Context: an optimization exercise on an open-source flow, tuned for small area and a short achievable clock period. The choices shown serve that exercise and are no tape-out recipe. Where RTL was checked, it was by simulation tests only, not by an equivalence proof against the original. Power and IR drop assume default switching activity.

## north
Design reduce_instr, start of the top module:
module reduce_instr (
	input  [81:0] packetIn,
	input  [60:0] new_comm,
	input         clk,
	input         rst,
	output        rd_en,
	output [84:0] packetOut
);
function [5:0] addr6;
	input [5:0] i;
	addr6 = {i[5], i[5]^i[2], i[4], i[4]^i[1], i[3], i[3]^i[0]};
endfunction
function [8:0] expand;
	input [5:0] a;
	expand = {1'b0, a[5:4], 1'b0, a[3:2], 1'b0, a[1:0]};
endfunction
function [5:0] rank_addr;
	input [8:0] r;
	rank_addr = (r[8:6] == 3'd0) ? addr6(r[5:0]) : 6'd0;
endfunction
reg        t_v    [0:3];
reg [8:0]  t_x    [0:3];
reg        t_is7  [0:3];
reg        t_rz   [0:3];
reg [2:0]  t_ch   [0:3];
reg [3:0]  t_lg   [0:3];
reg [5:0]  t_p1   [0:3];
reg [5:0]  t_p2   [0:3];
reg [5:0]  t_p3   [0:3];
wire wr = new_comm[60] && (new_comm[59:54] == 6'd0);
wire [1:0] wsel = new_comm[53:52];
wire       w_is7 = (new_comm[42:34] == 9'd7);
wire [8:0] w_x = w_is7 ? new_comm[51:43] : new_comm[42:34];
integer n;
always @(posedge clk) begin
	for (n = 0; n < 4; n = n + 1) begin
		if (rst)
			t_v[n] <= 1'b0;
		else if (wr && wsel == n)
			t_v[n] <= 1'b1;
		if (wr && wsel == n) begin
			t_x[n]    <= w_x;
			t_is7[n]  <= w_is7;
			t_rz[n]   <= (new_comm[44:43] == 2'd0);
			t_ch[n]   <= new_comm[33:31];
			t_lg[n]   <= new_comm[30:27];
			t_p3[n]   <= rank_addr(new_comm[26:18]);
			t_p2[n]   <= rank_addr(new_comm[17:9]);
			t_p1[n]   <= rank_addr(new_comm[8:0]);
		end
	end
end
wire [7:0] pkt_context = packetIn[53:46];
wire [1:0] cs = pkt_context[1:0];
wire       row_valid = (pkt_context[7:2] == 6'd0) && t_v[cs];
reg  [8:0] t_lr [0:3];
always @(*)
  ...
Size: about 1600 cells after synthesis.
export LEC_CHECK = 0
export ABC_AREA = 1
export CAP_MARGIN = 20
export CORE_MARGIN = 2
export CORE_UTILIZATION = 60
export SLEW_MARGIN = 20
create_clock -name core_clock -period 20.0 [get_ports {clk}]
standard.sh (not shown) runs the stock make flow with config.mk's settings and CLKGATE_MAP_FILE= SYNTH_SCRIPT=/design/flow/synth_recipe.tcl, a recipe that flattens the netlist after the stock synthesis.
==> flow/flow/run.sh <==
#!/bin/bash
# Standard synthesis; its combinational cells re-mapped by ABC for area
# (flip-flops untouched); then the standard layout steps, with buf_1 port
# buffers, a larger setup target for timing repair and a lighter clock tree.
set -euo pipefail
export BUFFER_PORTS_ARGS="-buffer_cell sky130_fd_sc_hd__buf_1"
export SETUP_SLACK_MARGIN=9
export CTS_ARGS="-sink_clustering_enable -repair_clock_nets -buf_list sky130_fd_sc_hd__clkbuf_8 -sink_clustering_size 14 -sink_clustering_max_diameter 80 -dont_use_dummy_load"
bash standard.sh synth > synth.log 2>&1
R=orfs/results/$FLOW_PLATFORM/reduce_instr/base
cp $R/1_2_yosys.v std_synth.v
export REMAP_LIB=$FLOW_HOME/platforms/$FLOW_PLATFORM/lib/sky130_fd_sc_hd__tt_025C_1v80.lib
export REMAP_IN=std_synth.v REMAP_OUT=remapped.v REMAP_TOP=$FLOW_TOP
export REMAP_DONT_USE="$(cat flow/dont_use.txt)"
export REMAP_FAST=flow/fast.abc REMAP_AREA=flow/area.abc
$FLOW_HOME/../tools/install/yosys/bin/yosys -c flow/remap.tcl > remap.log 2>&1
cp remapped.v $R/1_2_yosys.v
rm -f $R/1_synth.odb $R/1_synth.sdc
bash standard.sh finish > finish.log 2>&1
Other scripts of this flow, unchanged in this note and not shown: flow/flow/area.abc, flow/flow/dont_use.txt, flow/flow/fast.abc, flow/flow/remap.tcl
Inputs modified between north and south:
diff --git a/flow/design.v b/flow/design.v
--- a/flow/design.v
+++ b/flow/design.v
@@ -51,19 +51,15 @@
 		end
 	end
 end
 wire [7:0] pkt_context = packetIn[53:46];
 wire [1:0] cs = pkt_context[1:0];
 wire       row_valid = (pkt_context[7:2] == 6'd0) && t_v[cs];
-reg  [8:0] t_lr [0:3];
-always @(*)
-	for (n = 0; n < 4; n = n + 1)
-		t_lr[n] = t_is7[n] ? 9'd7 : t_x[n];
 wire [8:0] x_u = t_x[cs];
 wire       is7_u = t_is7[cs];
-wire [8:0] lr_u = t_lr[cs];
+wire [8:0] lr_u = is7_u ? 9'd7 : x_u;
 wire [3:0] lg4_u = t_lg[cs];
 wire [2:0] ch_u = t_ch[cs];
 wire [2:0] lg_u = lg4_u[2:0];
 reg  [3:0] rs;
 reg        rz;
 reg  [5:0] p1, p2, p3;
==> comparison <==
south vs north: final total power up slightly. Going from north to south, cell count shrinks by 16. In the metrics for north and south, the one carrying the higher final worst-path setup slack is south. Reported for north and south, sequential cell count turned out identical to the last digit. Non-clock buffer count (lower): north. Every stage of the flow completed for south, and the final layout passed the timing, DRC and antenna checks. Overall routed net length for south: 1.3% up relative to north. Going from north to south, number of cells traversed by the worst register-to-register path dropped 3; design area now sits at about the same level; synthesized cell count moved down; total number of vias went down 242; global-route usage rose 1.1 points.
For north, only the layout was checked, not whether the RTL still works.

========
reduce_instr, a different RTL version from the one above (not shown whole).
clock: 20.0 ns
lec_check: 0
abc_area: 1
cap_margin: 20
core_margin: 2
core_utilization: 55
slew_margin: 20
==> flow/flow/area.abc <==
strash
dc2
dch -f
amap
==> flow/flow/dont_use.txt <==
sky130_fd_sc_hd__probe_p_8
sky130_fd_sc_hd__probec_p_8
sky130_fd_sc_hd__lpflow_bleeder_1
sky130_fd_sc_hd__lpflow_clkbufkapwr_1
sky130_fd_sc_hd__lpflow_clkbufkapwr_16
sky130_fd_sc_hd__lpflow_clkbufkapwr_2
sky130_fd_sc_hd__lpflow_clkbufkapwr_4
sky130_fd_sc_hd__lpflow_clkbufkapwr_8
sky130_fd_sc_hd__lpflow_clkinvkapwr_1
sky130_fd_sc_hd__lpflow_clkinvkapwr_16
sky130_fd_sc_hd__lpflow_clkinvkapwr_2
sky130_fd_sc_hd__lpflow_clkinvkapwr_4
sky130_fd_sc_hd__lpflow_clkinvkapwr_8
sky130_fd_sc_hd__lpflow_decapkapwr_12
sky130_fd_sc_hd__lpflow_decapkapwr_3
sky130_fd_sc_hd__lpflow_decapkapwr_4
sky130_fd_sc_hd__lpflow_decapkapwr_6
sky130_fd_sc_hd__lpflow_decapkapwr_8
sky130_fd_sc_hd__lpflow_inputiso0n_1
sky130_fd_sc_hd__lpflow_inputiso0p_1
sky130_fd_sc_hd__lpflow_inputiso1n_1
sky130_fd_sc_hd__lpflow_inputiso1p_1
sky130_fd_sc_hd__lpflow_inputisolatch_1
sky130_fd_sc_hd__lpflow_isobufsrc_1
sky130_fd_sc_hd__lpflow_isobufsrc_16
sky130_fd_sc_hd__lpflow_isobufsrc_2
sky130_fd_sc_hd__lpflow_isobufsrc_4
sky130_fd_sc_hd__lpflow_isobufsrc_8
sky130_fd_sc_hd__lpflow_isobufsrckapwr_16
sky130_fd_sc_hd__lpflow_lsbuf_lh_hl_isowell_tap_1
sky130_fd_sc_hd__lpflow_lsbuf_lh_hl_isowell_tap_2
sky130_fd_sc_hd__lpflow_lsbuf_lh_hl_isowell_tap_4
sky130_fd_sc_hd__lpflow_lsbuf_lh_isowell_4
sky130_fd_sc_hd__lpflow_lsbuf_lh_isowell_tap_1
sky130_fd_sc_hd__lpflow_lsbuf_lh_isowell_tap_2
sky130_fd_sc_hd__lpflow_lsbuf_lh_isowell_tap_4
==> flow/flow/fast.abc <==
strash
dc2
dch
map -B 0.9
==> flow/flow/remap.tcl <==
# Re-map the combinational cells of the standard synthesis netlist with ABC's
# default area-oriented script. The flip-flop instances (names, cell types)
# are kept as they are: they are black boxes here.
set lib $::env(REMAP_LIB)
yosys read_liberty -ignore_miss_func -overwrite -setattr liberty_cell $lib
yosys read_verilog $::env(REMAP_IN)
yosys hierarchy -top $::env(REMAP_TOP)
set seq {}
foreach c [split [string trim [exec grep -oE {sky130_fd_sc_hd__[a-z0-9_]+} $::env(REMAP_IN) | sort -u]] "\n"] {
  if { [regexp {__(e?dfxtp|dfrtp|dfstp|dfbbp|sdf|dl)} $c] } { lappend seq $c }
}
yosys blackbox {*}$seq
yosys flatten
yosys opt -purge
set du {}
foreach c $::env(REMAP_DONT_USE) { lappend du -dont_use $c }
yosys select -set cone w:rd_en %cie*
yosys abc -script $::env(REMAP_FAST) -liberty $lib {*}$du @cone
yosys abc -script $::env(REMAP_AREA) -liberty $lib {*}$du
yosys opt_clean -purge
yosys stat -liberty $lib
yosys write_verilog -noattr -nohex -nodec $::env(REMAP_OUT)
Scripts as last shown in full above: flow/flow/run.sh
Next try:
--- a/flow/design.v
+++ b/flow/design.v
@@ -12,75 +12,87 @@
 	addr6 = {i[5], i[5]^i[2], i[4], i[4]^i[1], i[3], i[3]^i[0]};
 endfunction
 function [8:0] expand;
 	input [5:0] a;
 	expand = {1'b0, a[5:4], 1'b0, a[3:2], 1'b0, a[1:0]};
 endfunction
 function [5:0] rank_addr;
 	input [8:0] r;
 	rank_addr = (r[8:6] == 3'd0) ? addr6(r[5:0]) : 6'd0;
 endfunction
 reg        t_v    [0:3];
-reg [8:0]  t_root [0:3];
-reg [8:0]  t_lr   [0:3];
+reg [8:0]  t_x    [0:3];
+reg        t_is7  [0:3];
+reg        t_rz   [0:3];
 reg [2:0]  t_ch   [0:3];
 reg [3:0]  t_lg   [0:3];
 reg [5:0]  t_p1   [0:3];
 reg [5:0]  t_p2   [0:3];
 reg [5:0]  t_p3   [0:3];
 wire wr = new_comm[60] && (new_comm[59:54] == 6'd0);
 wire [1:0] wsel = new_comm[53:52];
+wire       w_is7 = (new_comm[42:34] == 9'd7);
+wire [8:0] w_x = w_is7 ? new_comm[51:43] : new_comm[42:34];
 integer n;
 always @(posedge clk) begin
 	for (n = 0; n < 4; n = n + 1) begin
 		if (rst)
 			t_v[n] <= 1'b0;
 		else if (wr && wsel == n)
 			t_v[n] <= 1'b1;
 		if (wr && wsel == n) begin
-			t_root[n] <= new_comm[51:43];
-			t_lr[n]   <= new_comm[42:34];
+			t_x[n]    <= w_x;
+			t_is7[n]  <= w_is7;
+			t_rz[n]   <= (new_comm[44:43] == 2'd0);
 			t_ch[n]   <= new_comm[33:31];
 			t_lg[n]   <= new_comm[30:27];
 			t_p3[n]   <= rank_addr(new_comm[26:18]);
 			t_p2[n]   <= rank_addr(new_comm[17:9]);
 			t_p1[n]   <= rank_addr(new_comm[8:0]);
 		end
 	end
 end
 wire [7:0] pkt_context = packetIn[53:46];
 wire [1:0] cs = pkt_context[1:0];
 wire       row_valid = (pkt_context[7:2] == 6'd0) && t_v[cs];
+reg  [8:0] t_lr [0:3];
+always @(*)
+	for (n = 0; n < 4; n = n + 1)
+		t_lr[n] = t_is7[n] ? 9'd7 : t_x[n];
+wire [8:0] x_u = t_x[cs];
+wire       is7_u = t_is7[cs];
 wire [8:0] lr_u = t_lr[cs];
 wire [3:0] lg4_u = t_lg[cs];
 wire [2:0] ch_u = t_ch[cs];
 wire [2:0] lg_u = lg4_u[2:0];
 reg  [3:0] rs;
-reg  [8:0] root;
+reg        rz;
 reg  [5:0] p1, p2, p3;
 always @(*) begin
-	root = 0; p1 = 0; p2 = 0; p3 = 0;
+	rz = 0; p1 = 0; p2 = 0; p3 = 0;
 	for (n = 0; n < 4; n = n + 1) begin
 		rs[n] = (pkt_context == n) && t_v[n];
-		root = root | ({9{rs[n]}} & t_root[n]);
+		rz   = rz   | (rs[n] & t_rz[n]);
 		p1   = p1   | ({6{rs[n]}} & t_p1[n]);
 		p2   = p2   | ({6{rs[n]}} & t_p2[n]);
 		p3   = p3   | ({6{rs[n]}} & t_p3[n]);
 	end
 end
 wire [8:0] lr  = {9{row_valid}} & lr_u;
+wire       is7 = row_valid & is7_u;
+wire [8:0] root_if7 = {9{row_valid}} & x_u;    
 wire [3:0] lg4 = {4{row_valid}} & lg4_u;
 wire [2:0] ch  = {3{row_valid}} & ch_u;
 wire [2:0] lg  = lg4[2:0];
 wire [5:0] fa3 = (lr[1:0] == 2'd0 && ch[2] == 1'b0) ? addr6({ch[1:0], lg4}) : 6'd0;
-wire [5:0] fa4 = (root[1:0] == 2'd0 && lr[8] == 1'b0) ? addr6(lr[7:2]) : 6'd0;
+wire [5:0] fa4 = (rz && lr[8] == 1'b0) ? addr6(lr[7:2]) : 6'd0;
 function [5:0] fsel;
 	input [2:0] k;
 	input en;
 	input [5:0] a0, a1, a2, a3, a4;
 	begin
 		fsel = 6'd0;
 		if (en) case (k)
 			3'd0: fsel = a0;
 			3'd1: fsel = a1;
 			3'd2: fsel = a2;
 			3'd3: fsel = a3;
@@ -99,23 +111,23 @@
 wire op_bc   = (t_op == 4'b0111);
 wire op_ring = (t_op == 4'b1001);
 wire op_dbl  = (t_op == 4'b1110) || (t_op == 4'b1010);
 reg [8:0] dst_ring;
 reg       home_ring;
 wire rd_en_ring = home_ring || !from_guest;
 always @(posedge clk) begin
 	if (rst) begin
 		home_ring <= 1'b0;
 		dst_ring  <= 9'd0;
 	end else if (vin) begin
-		dst_ring  <= home_ring ? 9'd0 : (lr == 9'd7) ? root : (lr < 9'd63) ? expand(addr6(lr[5:0] + 6'd1)) : 9'd0;
+		dst_ring  <= home_ring ? 9'd0 : is7 ? root_if7 : (lr < 9'd63) ? expand(addr6(lr[5:0] + 6'd1)) : 9'd0;
 		home_ring <= from_guest && !home_ring && op_ring;
 	end else
 		dst_ring  <= 9'd0;
 end
 wire [4:0] ku = {2'b0, lg} - {2'b0, ch} - 5'd1;
 wire [5:0] dst_uptree = (lr == 9'd0) ? 6'd0 : fsel(ku[2:0], !ku[4] && !ku[3], p1, p2, p3, fa3, fa4);
 reg [5:0] dst_bcast;
 reg [3:0] sa_b;
 reg       home_b, send_home_b, one_child;
 wire [5:0] kb = {3'b0, lg} - {3'b0, ch} + {2'b0, sa_b};
 wire rd_en_bcast_u = (lr_u == 9'd0) ? ({2'b0, ch_u} == {1'b0, sa_b} + 5'd2) :
=>
- fmax hardly moves
- cell count climbs by 2.1%
- die area drops by 3.2%
- global-route usage climbs by 0.89 points
- total power drops by 8.2%
- worst setup slack got worse by 22 ps
- core utilization climbs by 0.27 points
- wire length hardly moves
For the second run of this note, only the layout was checked, not whether the RTL still works.

-- what the ideal ports hide --
No port has a modelled driver above. Below, the same layouts with a new extraction and two added sets of constraints. Step 1 sets driving cells, clkbuf_16 on the clock port and buf_2 on the other inputs (assumed; they add their load-dependent delay and slew). Step 2 adds t to the input delays and takes it off the output delays; t is the mean of the earliest and latest rising clock arrival at the registers after step 1. Input paths then give back, and output paths get back, about the clock's delay inside the block. Slacks: ideal ports / drivers / drivers and shift; pairs: ideal ports / drivers.
run | t, ns | slack for setup (ns) | worst hold slack (ns) | worst register clock-pin slew, ns | worst slew at a driven data input, ns
north | 0.609 | 9.029 / 8.997 / 8.951 | 0.459 / 0.459 / 0.459 | 0.11 / 0.11 | 0.06
south | 0.583 | 9.060 / 9.023 / 8.873 | 0.469 / 0.469 / 0.469 | 0.10 / 0.10 | 0.05
the first run of note 2 | 0.605 | 9.216 / 9.195 / 9.176 | 0.450 / 0.450 / 0.450 | 0.09 / 0.09 | 0.06
the second run of note 2 | 0.597 | 9.194 / 9.146 / 8.717 | 0.450 / 0.450 / 0.450 | 0.11 / 0.11 | 0.06
After both steps setup and hold are still met in every run listed. For the second run of note 2, which loses most, drivers alone change the setup slack by -0.048 ns; drivers and shift together by -0.477 ns.
